What follows belongs to an exercise in optimizing a design on an open flow for small area; a production flow would make more cautious choices.
In this exercise RTL edits were held to simulation tests only and were not proved equivalent to the original.
Power is estimated from default activity; no workload was simulated.

==> branch yarrow: inputs <==
## processor
module processor (
    input clk, reset,
    output [31:0] Result,        
    output [7:0] pc,             
    input [31:0] instruction,    
    output mem_read,             
    output mem_write,            
    output [31:0] mem_wdata,     
    input [31:0] mem_rdata       
);
    wire        reg_write;
    wire [31:0] reg1, reg2, wb_data;
    Controller controller (
        .Opcode(instruction[6:0]),
        .RegWrite(reg_write),
        .MemRead(mem_read),
        .MemWrite(mem_write)
    );
    PCReg pc_reg (
        .clk(clk),
        .reset(reset),
        .pc(pc)
    );
    RegFile reg_file (
        .clk(clk),
        .reset(reset),
        .rg_wrt_en(reg_write),
        .rg_rd_addr1(instruction[19:15]),
        .rg_rd_addr2(instruction[24:20]),
        .rg_wrt_addr(instruction[11:7]),
        .rg_wrt_data(wb_data),
        .rg_rd_data1(reg1),
        .rg_rd_data2(reg2)
    );
    alu_32 alu (
        .ins(instruction),
        .A_in(reg1),
        .B_reg(reg2),
        .ALU_Out(Result)
    );
    assign mem_wdata = reg2;
    MUX21 wb_mux (
        .S(instruction[4]),
        .D1(mem_rdata),
        .D2(Result),
        .Y(wb_data)
    );
endmodule
==> module WriteDec, before the edit <==
module WriteDec (
    input reset, en,
    input [4:0] addr,
    output [31:0] we, hold
);
    wire wen = en & ~reset;
    wire resetn = ~reset;
    wire [3:0] ph = {wen & addr[4] & addr[3], wen & addr[4] & ~addr[3],
                     wen & ~addr[4] & addr[3], wen & ~addr[4] & ~addr[3]};
    wire [7:0] pl;
    genvar k;
    generate
        for (k = 0; k < 8; k = k + 1) begin : lo
            assign pl[k] = (addr[2:0] == k);
        end
        for (k = 0; k < 32; k = k + 1) begin : dec
            wire nwe;
            AND2 w (.a(ph[k / 8]), .b(pl[k % 8]), .y(we[k]));
            NAND2 n (.a(ph[k / 8]), .b(pl[k % 8]), .y(nwe));
            AND2 h (.a(nwe), .b(resetn), .y(hold[k]));
        end
    endgenerate
endmodule
==> module ReadDec, before the edit <==
module ReadDec (
    input [4:0] addr,
    output [31:0] sel
);
    wire [3:0] ph;
    wire [7:0] pl;
    genvar k;
    generate
        for (k = 0; k < 4; k = k + 1) begin : hi
            assign ph[k] = (addr[4:3] == k);
        end
        for (k = 0; k < 8; k = k + 1) begin : lo
            assign pl[k] = (addr[2:0] == k);
        end
        for (k = 0; k < 32; k = k + 1) begin : dec
            AND2 a (.a(ph[k / 8]), .b(pl[k % 8]), .y(sel[k]));
        end
    endgenerate
endmodule
==> module AND2, before the edit <==
module AND2 (input a, b, output y);
    assign y = a & b;
endmodule
==> module NAND2, before the edit <==
module NAND2 (input a, b, output y);
    assign y = ~(a & b);
endmodule
==> module RegFile, before the edit <==
module RegFile(
    input clk, reset, rg_wrt_en,
    input [4:0] rg_rd_addr1, rg_rd_addr2, rg_wrt_addr,
    input [31:0] rg_wrt_data,
    output wire [31:0] rg_rd_data1, rg_rd_data2
    );
    wire [31:0] we, hold;
    wire [31:0] sel1, sel2;
    wire [1023:0] q;
    WriteDec wdec (
        .reset(reset), .en(rg_wrt_en), .addr(rg_wrt_addr),
        .we(we), .hold(hold)
    );
    ReadDec rdec1 (.addr(rg_rd_addr1), .sel(sel1));
    ReadDec rdec2 (.addr(rg_rd_addr2), .sel(sel2));
    genvar k, j;
    generate
        for (k = 0; k < 32; k = k + 1) begin : row
            for (j = 0; j < 32; j = j + 1) begin : b
                RegBit r (
                    .clk(clk), .we(we[k]), .hold(hold[k]),
                    .d(rg_wrt_data[j]), .q(q[32*k + j])
                );
            end
        end
    endgenerate
    ReadMux rmux1 (.sel(sel1), .q(q), .y(rg_rd_data1));
    ReadMux rmux2 (.sel(sel2), .q(q), .y(rg_rd_data2));
endmodule
clock: 14.0 ns
lec_check: 0
cap_margin: 10
core_margin: 2
core_utilization: 45
cts_cluster_diameter: 100
cts_cluster_size: 26
slew_margin: 10
synth_hierarchical: 1
standard.sh (not shown) runs the stock make flow with config.mk's settings and CLKGATE_MAP_FILE= SYNTH_SCRIPT=/design/flow/synth_recipe.tcl, a recipe that flattens the netlist after the stock synthesis.
==> flow/flow/run.sh <==
#!/bin/bash
set -euo pipefail
export BUFFER_PORTS_ARGS="-buffer_cell sky130_fd_sc_hd__buf_1"
bash standard.sh > standard.log 2>&1
==> branch ember: changes against branch yarrow <==
CAP_MARGIN = 5   (was 10)
CORE_UTILIZATION = 50   (was 45)
SLEW_MARGIN = 5   (was 10)
==> branch fjord: changes against branch yarrow <==
--- a/flow/design.v
+++ b/flow/design.v
@@ -350,20 +350,11 @@
     output [31:0] we, hold
 );
     wire wen = en & ~reset;
-    wire resetn = ~reset;
-    wire [3:0] ph = {wen & addr[4] & addr[3], wen & addr[4] & ~addr[3],
-                     wen & ~addr[4] & addr[3], wen & ~addr[4] & ~addr[3]};
-    wire [7:0] pl;
     genvar k;
     generate
-        for (k = 0; k < 8; k = k + 1) begin : lo
-            assign pl[k] = (addr[2:0] == k);
-        end
         for (k = 0; k < 32; k = k + 1) begin : dec
-            wire nwe;
-            AND2 w (.a(ph[k / 8]), .b(pl[k % 8]), .y(we[k]));
-            NAND2 n (.a(ph[k / 8]), .b(pl[k % 8]), .y(nwe));
-            AND2 h (.a(nwe), .b(resetn), .y(hold[k]));
+            assign we[k]   = wen & (addr == k);
+            assign hold[k] = ~(wen & (addr == k)) & ~reset;
         end
     endgenerate
 endmodule
@@ -371,27 +362,13 @@
     input [4:0] addr,
     output [31:0] sel
 );
-    wire [3:0] ph;
-    wire [7:0] pl;
     genvar k;
     generate
-        for (k = 0; k < 4; k = k + 1) begin : hi
-            assign ph[k] = (addr[4:3] == k);
-        end
-        for (k = 0; k < 8; k = k + 1) begin : lo
-            assign pl[k] = (addr[2:0] == k);
-        end
         for (k = 0; k < 32; k = k + 1) begin : dec
-            AND2 a (.a(ph[k / 8]), .b(pl[k % 8]), .y(sel[k]));
+            assign sel[k] = (addr == k);
         end
     endgenerate
 endmodule
-module AND2 (input a, b, output y);
-    assign y = a & b;
-endmodule
-module NAND2 (input a, b, output y);
-    assign y = ~(a & b);
-endmodule
 module RegBit (
     input clk, we, hold, d,
     output reg q
CAP_MARGIN = 20   (was 10)
CORE_UTILIZATION = 50   (was 45)
CTS_CLUSTER_SIZE = 24   (was 26)
SLEW_MARGIN = 20   (was 10)
==> branch violet: changes against branch yarrow <==
--- a/flow/design.v
+++ b/flow/design.v
@@ -321,15 +321,15 @@
     input [31:0] rg_wrt_data,
     output wire [31:0] rg_rd_data1, rg_rd_data2
     );
-    wire [31:0] we, hold;
+    wire [31:0] we, hold, valid;
     wire [31:0] sel1, sel2;
     wire [1023:0] q;
     WriteDec wdec (
-        .reset(reset), .en(rg_wrt_en), .addr(rg_wrt_addr),
-        .we(we), .hold(hold)
+        .clk(clk), .reset(reset), .en(rg_wrt_en), .addr(rg_wrt_addr),
+        .we(we), .hold(hold), .valid(valid)
     );
-    ReadDec rdec1 (.addr(rg_rd_addr1), .sel(sel1));
-    ReadDec rdec2 (.addr(rg_rd_addr2), .sel(sel2));
+    ReadDec rdec1 (.addr(rg_rd_addr1), .valid(valid), .sel(sel1));
+    ReadDec rdec2 (.addr(rg_rd_addr2), .valid(valid), .sel(sel2));
     genvar k, j;
     generate
         for (k = 0; k < 32; k = k + 1) begin : row
@@ -345,53 +345,34 @@
     ReadMux rmux2 (.sel(sel2), .q(q), .y(rg_rd_data2));
 endmodule
 module WriteDec (
-    input reset, en,
+    input clk, reset, en,
     input [4:0] addr,
-    output [31:0] we, hold
+    output [31:0] we, hold,
+    output reg [31:0] valid
 );
-    wire wen = en & ~reset;
-    wire resetn = ~reset;
-    wire [3:0] ph = {wen & addr[4] & addr[3], wen & addr[4] & ~addr[3],
-                     wen & ~addr[4] & addr[3], wen & ~addr[4] & ~addr[3]};
-    wire [7:0] pl;
     genvar k;
     generate
-        for (k = 0; k < 8; k = k + 1) begin : lo
-            assign pl[k] = (addr[2:0] == k);
-        end
         for (k = 0; k < 32; k = k + 1) begin : dec
-            wire nwe;
-            AND2 w (.a(ph[k / 8]), .b(pl[k % 8]), .y(we[k]));
-            NAND2 n (.a(ph[k / 8]), .b(pl[k % 8]), .y(nwe));
-            AND2 h (.a(nwe), .b(resetn), .y(hold[k]));
+            assign we[k]   = en & (addr == k);
+            assign hold[k] = ~(en & (addr == k));
         end
     endgenerate
+    always @ (posedge reset or posedge clk)
+        if (reset) valid <= 32'h0;
+        else       valid <= valid | we;
 endmodule
 module ReadDec (
     input [4:0] addr,
+    input [31:0] valid,
     output [31:0] sel
 );
-    wire [3:0] ph;
-    wire [7:0] pl;
     genvar k;
     generate
-        for (k = 0; k < 4; k = k + 1) begin : hi
-            assign ph[k] = (addr[4:3] == k);
-        end
-        for (k = 0; k < 8; k = k + 1) begin : lo
-            assign pl[k] = (addr[2:0] == k);
-        end
         for (k = 0; k < 32; k = k + 1) begin : dec
-            AND2 a (.a(ph[k / 8]), .b(pl[k % 8]), .y(sel[k]));
+            assign sel[k] = valid[k] & (addr == k);
         end
     endgenerate
 endmodule
-module AND2 (input a, b, output y);
-    assign y = a & b;
-endmodule
-module NAND2 (input a, b, output y);
-    assign y = ~(a & b);
-endmodule
 module RegBit (
     input clk, we, hold, d,
     output reg q
CAP_MARGIN = 20   (was 10)
CORE_UTILIZATION = 50   (was 45)
CTS_CLUSTER_SIZE = 24   (was 26)
SLEW_MARGIN = 20   (was 10)
==> reports/metrics.yaml <==
wl_met3_um: 35370
so.violations: "max-capacitance violations, max-slew violations"
synth_compound_area_share_pct: 39.22
finalWorstPathRequiredPeriod_ns: 11.55
path_max_fanout: 19
seqCellArea_um2: 20620
nNonClkInverters: 10
post-route-util_pct: 55.06
cap_violations: 1
swShare_pct: 27.41
seq_share_pct: 44.12
drv_slew: 20
outcome: "finished with violations"
That was branch ember.
==> reports/metrics.yaml <==
dieArea_um2: 89900
seqCellArea_um2: 21420
post-route-util_pct: 55.88
hold_viol_final: 0
nNonClkInverters: 10
rsz0062_at_grt: "false"
outcome: "no timing/DRC/antenna violations"
cts_hold_buf: 0
swShare_pct: 26.01
drive_above_1_share_pct: 8.938
cp_data_required_time_ns: 11.20
cp-end-kind: "output port"
finalWorstPathRequiredPeriod_ns: 12.28
multiInputGateArea_um2: 22440
clk_latency_ns: 0.72
area_growth_pct: 10.79
drv_slew: 0
cap_violations: 0
final_cell_mix: "dfxtp_1 (1030), a22o_1 (1024), a222oi_1 (672), nand4_1 (193), buf_1 (136)"
hpwlAfterDp_um: 132700
path_max_fanout: 19
That was branch violet.
==> reports/metrics.yaml <==
outcome: "no timing/DRC/antenna violations"
seq_share_pct: 44.26
cap_violations: 0
path_max_fanout: 32
synth_compound_area_share_pct: 39.22
nNonClkInverters: 10
seqCellArea_um2: 20620
finalWorstPathRequiredPeriod_ns: 11.13
post-route-util_pct: 49.25
wl_met3_um: 31200
swShare_pct: 27.02
drv_slew: 0
That was branch yarrow.
==> reports/metrics.yaml <==
outcome: "no timing/DRC/antenna violations"
path_depth: 19
wl_met3_um: 34680
fin_area_um2: 47860
seq_share_pct: 43.09
cap_violations: 0
swShare_pct: 27.49
grt.total_usage_pct: 45.57
vias: 43776
drv_slew: 0
routed_wirelength_um: 209300
crit_path_max_incr_delay_ns: 0.71
seqCellArea_um2: 20620
ys_ff_latch: 1030
r2r_start: "reg_file.row[6].b[0].r.q"
grt_max_degree: 40
post-route-util_pct: 57.00
path_max_fanout: 32
synthTopCellsByCount: "dfxtp_1 (1030), a22o_1 (1024), a222oi_1 (672), nand4_1 (192), nor2_1 (189)"
path_class: "in -> out"
syn_area_per_cell_um2: 11.65
finalWorstPathRequiredPeriod_ns: 11.61
That was branch fjord.

==> garnet <==
Another version of the RTL of processor (not shown whole).
clock: 14.0 ns
lec_check: 0
cap_margin: 5
core_margin: 2
core_utilization: 45
cts_cluster_diameter: 100
cts_cluster_size: 26
slew_margin: 5
synth_hierarchical: 1
==> flow/flow/run.sh <==
#!/bin/bash
set -euo pipefail
export BUFFER_PORTS_ARGS="-buffer_cell sky130_fd_sc_hd__buf_1"
export CTS_ARGS="-sink_clustering_enable -repair_clock_nets -sink_clustering_size 26 -sink_clustering_max_diameter 100 -dont_use_dummy_load"
bash standard.sh > standard.log 2>&1
==> umber: changes against garnet <==
==> flow/flow/run.sh (replaced) <==
#!/bin/bash
set -euo pipefail
export BUFFER_PORTS_ARGS="-buffer_cell sky130_fd_sc_hd__buf_1"
bash standard.sh > standard.log 2>&1
==> harbor: changes against garnet <==
Settings changed: CAP_MARGIN 5 to 10, SLEW_MARGIN 5 to 10.
==> notes <==
Die area is the same in harbor and umber.
umber finished with timing, DRC and antenna clean. harbor finished with timing, DRC and antenna clean. garnet finished with timing, DRC and antenna clean.
Clock power: umber is higher than garnet (about 5%).
Clock-buffer cell count is the same in garnet and harbor.
Against umber, the fmax of garnet is smaller by about 0.4%.
In critical path depth, umber and harbor do not differ.

## static timing again, ports no longer ideal
No port has a modelled driver above. Below, the same layouts with a new extraction and two added sets of constraints. Step 1, drivers: a clkbuf_16 drives clk and a buf_2 each remaining input, both assumed. Step 2 times the ports against the registers' clock, not the clock port: input delays grow and output delays shrink by t, the midpoint of the rising clock arrivals with the driver on. Slacks: no drivers / after step 1 / after step 2; pairs: no drivers / after step 1.
| run | t, ns | setup slack, ns | worst hold slack (ns) | worst setup path at the end | worst register clock-pin slew, ns |
|---|---|---|---|---|---|
| branch yarrow | 0.733 | 2.865 / 2.739 / 2.739 | 0.502 / 0.502 / 0.502 | input to output | 0.11 / 0.11 |
| branch ember | 0.732 | 2.447 / 2.311 / 2.311 | 0.502 / 0.502 / 0.502 | input to output | 0.12 / 0.12 |
| branch fjord | 0.740 | 2.386 / 2.274 / 2.274 | 0.481 / 0.481 / 0.481 | input to output | 0.11 / 0.11 |
| branch violet | 0.756 | 1.717 / 1.684 / 1.684 | 0.475 / 0.475 / 0.475 | input to output | 0.10 / 0.10 |
| garnet | 0.708 | 2.586 / 2.476 / 2.476 | 0.498 / 0.498 / 0.498 | input to output | 0.11 / 0.11 |
| umber | 0.722 | 2.633 / 2.513 / 2.513 | 0.497 / 0.497 / 0.497 | input to output | 0.11 / 0.11 |
| harbor | 0.708 | 2.586 / 2.476 / 2.476 | 0.498 / 0.498 / 0.498 | input to output | 0.11 / 0.11 |
The setup slack of branch ember, which loses most, moves by -0.136 ns with the drivers and by -0.136 ns with both steps.
